Context: an optimization exercise on an open-source flow, tuned for small area. The choices shown serve that exercise and are no tape-out recipe.
The RTL was checked by simulation tests, not by an equivalence proof against the original design.
Power and IR drop assume default switching activity.

## LCD_instance
module LCD_instance(
    input                 clk,
    input                 rstn,
    input       [3:0]     col,
    output      [3:0]     row,
    output                LCD_CS,
    output                LCD_RST,
    output                LCD_RS,
    output                LCD_WR,
    output                LCD_RD,
    output       [15:0]   LCD_DATA,
    output                LCD_BLK
);
assign LCD_RST = rstn;
assign LCD_RD  = 1'b1;
assign LCD_BLK = 1'b1;
reg [11:0] scnt;             
reg        sclk;             
wire       scan_end = (scnt == 12'd1316);           
wire [11:0] scnt_step = {scnt[10:0], ~(scnt[11] ^ scnt[10])};
always @(posedge clk) begin
    if (!rstn) begin
        scnt <= 12'd0;
        sclk <= 1'b0;
    end else if (scan_end) begin
        scnt <= 12'd0;
        sclk <= ~sclk;
    end else begin
        scnt <= scnt_step;
    end
end
reg [1:0] ridx;              
  ...
Settings: LEC_CHECK=0, ABC_AREA=1, CAP_MARGIN=20, CORE_MARGIN=2, CORE_UTILIZATION=40, SLEW_MARGIN=20; clock period 10.0 ns.
run.sh (not shown) runs the stock make flow with config.mk's settings and CLKGATE_MAP_FILE= SYNTH_SCRIPT=/design/flow/synth_recipe.tcl, a recipe that flattens the netlist after the stock synthesis.
Edit:
CORE_UTILIZATION = 70   (was 40)
- The changed run ran to the end with no violations
- global-route usage went up by 15 points
- total power drops by 12%
- worst setup slack gets worse by 0.45 ns
- final cell count falls by 8.3%
- routed wire length went down by 0.44%
- flip-flop and latch count stays the same
- via count increases by 5.6%


== run A ==
Another version of the RTL of LCD_instance (not shown whole).
Size: about 590 cells after synthesis, roughly 32 I/O pins.
export LEC_CHECK = 0
export ABC_AREA = 1
export CAP_MARGIN = 20
export CORE_MARGIN = 2
export CORE_UTILIZATION = 65
export CTS_BUF_LIST = sky130_fd_sc_hd__clkbuf_8
export SLEW_MARGIN = 20
create_clock -name core_clock -period 10.0 [get_ports {clk}]
standard.sh (not shown) runs the stock make flow with config.mk's settings and CLKGATE_MAP_FILE= SYNTH_SCRIPT=/design/flow/synth_recipe.tcl, a recipe that flattens the netlist after the stock synthesis.
==> flow/flow/run.sh <==
#!/bin/bash
# Own flow: the standard synthesis (unchanged), then its combinational
# logic re-mapped by ABC with an area-oriented script (the registers, their
# names and cell types are left as they are), then the standard layout
# from floorplan to finish, with buf_1 as the port buffer and a clock tree
# without dummy loads.
set -euo pipefail
W=$(pwd)
R=$W/orfs/results/$FLOW_PLATFORM/LCD_instance/base
YOSYS=$FLOW_HOME/../tools/install/yosys/bin/yosys
[[ -x $YOSYS ]] || YOSYS=yosys

bash standard.sh synth > $W/flow_1_synth.log 2>&1

cp $R/1_2_yosys.v $W/standard_1_2_yosys.v
# Four re-mappings with different random seeds of ABC's &deepsyn, run in
# parallel; the one with the least cell area is kept.
for k in 1 2 3 4; do
  sed "s/SEED/$k/" $W/flow/resyn.abc > $W/resyn_$k.abc
  RESYN_LIB=$FLOW_HOME/platforms/$FLOW_PLATFORM/lib/sky130_fd_sc_hd__tt_025C_1v80.lib \
  RESYN_IN=$W/standard_1_2_yosys.v \
  RESYN_OUT=$W/resyn_$k.v \
  RESYN_ABC=$W/resyn_$k.abc \
  RESYN_TOP=$FLOW_TOP \
    $YOSYS -c $W/flow/resyn.tcl > $W/flow_2_resyn_$k.log 2>&1 &
done
wait
best=
best_area=
for k in 1 2 3 4; do
  a=$(grep "Chip area for module" $W/flow_2_resyn_$k.log | tail -1 | awk '{print $NF}' || true)
  [[ -n "$a" && -s $W/resyn_$k.v ]] || continue
  if [[ -z "$best" ]] || awk -v a="$a" -v b="$best_area" 'BEGIN { exit !(a < b) }'; then
    best=$k; best_area=$a
  fi
done
[[ -n "$best" ]]
echo "re-mapping $best kept: $best_area um2" > $W/flow_2_resyn_choice.log
cp $W/resyn_$best.v $R/1_2_yosys.v

# Port buffers: the standard flow's buffer_ports, with the smallest buffer.
export BUFFER_PORTS_ARGS="-buffer_cell sky130_fd_sc_hd__buf_1"
# Clock tree: the standard flow's CTS with clkbuf_8 buffers and no dummy
# loads.
export CTS_ARGS="-sink_clustering_enable -repair_clock_nets -buf_list sky130_fd_sc_hd__clkbuf_8 -dont_use_dummy_load"
bash standard.sh finish > $W/flow_3_layout.log 2>&1
==> flow/flow/resyn.abc <==
strash
&get -n
&deepsyn -T 90 -S SEED
&put
dch -f
amap
mfs2
strash
dch -f
amap
==> flow/flow/resyn.tcl <==
# Re-map the combinational logic of the standard synthesis netlist for area.
# Registers (and their names and cell types) are kept as they are.
yosys -import
set lib $::env(RESYN_LIB)
set in  $::env(RESYN_IN)
set out $::env(RESYN_OUT)
set scr $::env(RESYN_ABC)
read_liberty -ignore_miss_func $lib
blackbox sky130_fd_sc_hd__df* sky130_fd_sc_hd__ed* sky130_fd_sc_hd__sdf* sky130_fd_sc_hd__dl* sky130_fd_sc_hd__sed*
read_verilog $in
hierarchy -top $::env(RESYN_TOP)
flatten
opt_clean -purge
read_liberty -lib -ignore_redef $lib
set du {}
foreach c {probe_p_8 probec_p_8 lpflow_bleeder_1 lpflow_clkbufkapwr_1 lpflow_clkbufkapwr_16 lpflow_clkbufkapwr_2 lpflow_clkbufkapwr_4 lpflow_clkbufkapwr_8 lpflow_clkinvkapwr_1 lpflow_clkinvkapwr_16 lpflow_clkinvkapwr_2 lpflow_clkinvkapwr_4 lpflow_clkinvkapwr_8 lpflow_inputiso0n_1 lpflow_inputiso0p_1 lpflow_inputiso1n_1 lpflow_inputiso1p_1 lpflow_isobufsrc_1 lpflow_isobufsrc_16 lpflow_isobufsrc_2 lpflow_isobufsrc_4 lpflow_isobufsrc_8 lpflow_isobufsrckapwr_16 lpflow_lsbuf_lh_hl_isowell_tap_1 lpflow_lsbuf_lh_hl_isowell_tap_2 lpflow_lsbuf_lh_hl_isowell_tap_4 lpflow_lsbuf_lh_isowell_4 lpflow_lsbuf_lh_isowell_tap_1 lpflow_lsbuf_lh_isowell_tap_2 lpflow_lsbuf_lh_isowell_tap_4} {
  lappend du -dont_use sky130_fd_sc_hd__$c
}
abc -liberty $lib {*}$du -script $scr
opt_clean -purge
splitnets
opt_clean -purge
hilomap -singleton -hicell sky130_fd_sc_hd__conb_1 HI -locell sky130_fd_sc_hd__conb_1 LO
insbuf -buf sky130_fd_sc_hd__buf_1 A X
opt_clean -purge
stat -liberty $lib
check -assert -mapped
write_verilog -noattr -nohex -nodec $out
The inputs of run B differ from those of run A as listed below.
Settings: swapping 65 for 55 in CORE_UTILIZATION.
Notes after the runs:
- In run B relative to run A, number of buffers other than clock buffers in the final layout had gone up by a few percent.
- Placed cell count ended up 25 higher on run B than on run A.
- Between run B and run A, the clock-cell share of area figures differ only marginally.
- Final area | run B above run A
- Compared with run A, run B instantiates a larger number of standard cells.
- Where wire length is concerned, run A is better than run B.
- Power across run B and run A: no real change.
Inputs modified between run B and run C:
Settings: swapping 55 for 65 in CORE_UTILIZATION.
==> flow/flow/run.sh <==
#!/bin/bash
# Own flow: the standard synthesis (unchanged), then its combinational
# logic re-mapped by ABC with an area-oriented script (the registers, their
# names and cell types are left as they are), then the standard layout
# from floorplan to finish, with buf_1 as the port buffer and a clock tree
# without dummy loads.
set -euo pipefail
W=$(pwd)
R=$W/orfs/results/$FLOW_PLATFORM/LCD_instance/base
YOSYS=$FLOW_HOME/../tools/install/yosys/bin/yosys
[[ -x $YOSYS ]] || YOSYS=yosys

bash standard.sh synth > $W/flow_1_synth.log 2>&1

cp $R/1_2_yosys.v $W/standard_1_2_yosys.v
RESYN_LIB=$FLOW_HOME/platforms/$FLOW_PLATFORM/lib/sky130_fd_sc_hd__tt_025C_1v80.lib \
RESYN_IN=$W/standard_1_2_yosys.v \
RESYN_OUT=$W/resyn_1_2_yosys.v \
RESYN_ABC=$W/flow/resyn.abc \
RESYN_TOP=$FLOW_TOP \
  $YOSYS -c $W/flow/resyn.tcl > $W/flow_2_resyn.log 2>&1
cp $W/resyn_1_2_yosys.v $R/1_2_yosys.v

# Port buffers: the standard flow's buffer_ports, with the smallest buffer.
export BUFFER_PORTS_ARGS="-buffer_cell sky130_fd_sc_hd__buf_1"
# Clock tree: the standard flow's CTS with clkbuf_8 buffers and no dummy
# loads.
export CTS_ARGS="-sink_clustering_enable -repair_clock_nets -buf_list sky130_fd_sc_hd__clkbuf_8 -dont_use_dummy_load"
bash standard.sh finish > $W/flow_3_layout.log 2>&1
==> flow/flow/resyn.abc <==
strash
&get -n
&deepsyn -T 90
&put
dch -f
amap
mfs2
strash
dch -f
amap
## What came out
- Run B vs run C, layer with the highest usage: met1 vs met2
- Depth of the most critical reg-to-reg path in run C vs run B: up 1
- Relative to run B, the wire length of the first global-routing pass measured on run C has increased by a few percent.
- Going from run B to run C, the number of nets in the finished design was found to have gone up by about 4.4%.


Another version of the RTL of LCD_instance (not shown whole).
Size: about 32 I/O pins.
clock: 10.0 ns
lec_check: 0
abc_area: 1
cap_margin: 20
core_margin: 2
core_utilization: 70
slew_margin: 20
==> flow/flow/run.sh <==
#!/bin/bash
# Own flow: the standard synthesis (unchanged), then its combinational
# logic re-mapped by ABC with an area-oriented script (the registers, their
# names and cell types are left as they are), then the standard layout
# from floorplan to finish.
set -euo pipefail
W=$(pwd)
R=$W/orfs/results/$FLOW_PLATFORM/LCD_instance/base
YOSYS=$FLOW_HOME/../tools/install/yosys/bin/yosys
[[ -x $YOSYS ]] || YOSYS=yosys

bash standard.sh synth > $W/flow_1_synth.log 2>&1

cp $R/1_2_yosys.v $W/standard_1_2_yosys.v
RESYN_LIB=$FLOW_HOME/platforms/$FLOW_PLATFORM/lib/sky130_fd_sc_hd__tt_025C_1v80.lib \
RESYN_IN=$W/standard_1_2_yosys.v \
RESYN_OUT=$W/resyn_1_2_yosys.v \
RESYN_ABC=$W/flow/resyn.abc \
RESYN_TOP=$FLOW_TOP \
  $YOSYS -c $W/flow/resyn.tcl > $W/flow_2_resyn.log 2>&1
cp $W/resyn_1_2_yosys.v $R/1_2_yosys.v

bash standard.sh finish > $W/flow_3_layout.log 2>&1
==> flow/flow/resyn.abc <==
strash
balance
 rewrite
 refactor
 balance
 rewrite
 rewrite -z
 balance
 refactor -z
 rewrite -z
 balance
 balance
 rewrite
 refactor
 balance
 rewrite
 rewrite -z
 balance
 refactor -z
 rewrite -z
 balance
 dch -f
 amap
 mfs2
 strash
 balance
 rewrite
 refactor
 balance
 rewrite
 rewrite -z
 balance
 refactor -z
 rewrite -z
 balance
 dch -f
 amap
==> flow/flow/resyn.tcl <==
# Re-map the combinational logic of the standard synthesis netlist for area.
# Registers (and their names and cell types) are kept as they are.
yosys -import
set lib $::env(RESYN_LIB)
set in  $::env(RESYN_IN)
set out $::env(RESYN_OUT)
set scr $::env(RESYN_ABC)
read_liberty -ignore_miss_func $lib
blackbox sky130_fd_sc_hd__df* sky130_fd_sc_hd__ed* sky130_fd_sc_hd__sdf* sky130_fd_sc_hd__dl* sky130_fd_sc_hd__sed*
read_verilog $in
hierarchy -top $::env(RESYN_TOP)
flatten
opt_clean -purge
read_liberty -lib -ignore_redef $lib
set du {}
foreach c {probe_p_8 probec_p_8 lpflow_bleeder_1 lpflow_clkbufkapwr_1 lpflow_clkbufkapwr_16 lpflow_clkbufkapwr_2 lpflow_clkbufkapwr_4 lpflow_clkbufkapwr_8 lpflow_clkinvkapwr_1 lpflow_clkinvkapwr_16 lpflow_clkinvkapwr_2 lpflow_clkinvkapwr_4 lpflow_clkinvkapwr_8 lpflow_inputiso0n_1 lpflow_inputiso0p_1 lpflow_inputiso1n_1 lpflow_inputiso1p_1 lpflow_isobufsrc_1 lpflow_isobufsrc_16 lpflow_isobufsrc_2 lpflow_isobufsrc_4 lpflow_isobufsrc_8 lpflow_isobufsrckapwr_16 lpflow_lsbuf_lh_hl_isowell_tap_1 lpflow_lsbuf_lh_hl_isowell_tap_2 lpflow_lsbuf_lh_hl_isowell_tap_4 lpflow_lsbuf_lh_isowell_4 lpflow_lsbuf_lh_isowell_tap_1 lpflow_lsbuf_lh_isowell_tap_2 lpflow_lsbuf_lh_isowell_tap_4} {
  lappend du -dont_use sky130_fd_sc_hd__$c
}
abc -liberty $lib {*}$du -script $scr
opt_clean -purge
splitnets
opt_clean -purge
hilomap -singleton -hicell sky130_fd_sc_hd__conb_1 HI -locell sky130_fd_sc_hd__conb_1 LO
insbuf -buf sky130_fd_sc_hd__buf_4 A X
opt_clean -purge
stat -liberty $lib
check -assert -mapped
write_verilog -noattr -nohex -nodec $out
Edit:
==> flow/run.sh (new file) <==
#!/bin/bash
# synth_recipe.tcl (not shown) runs the flow's synth.tcl, then flattens the netlist and writes it again
# the make line also repeats each setting of config.mk as NAME=value (left out here)
make -C /OpenROAD-flow-scripts/flow DESIGN_CONFIG=/design/flow/config.mk WORK_HOME=/design/flow/orfs CLKGATE_MAP_FILE= SYNTH_SCRIPT=/design/flow/synth_recipe.tcl finish
removed: flow/flow/run.sh
removed: flow/flow/resyn.abc
removed: flow/flow/resyn.tcl
removed: flow/standard.sh
What happened: Clock skew stays flat. Cell count increases by 29%. Global-route usage drops by 5.2 points. Non-clock buffer count does not change.
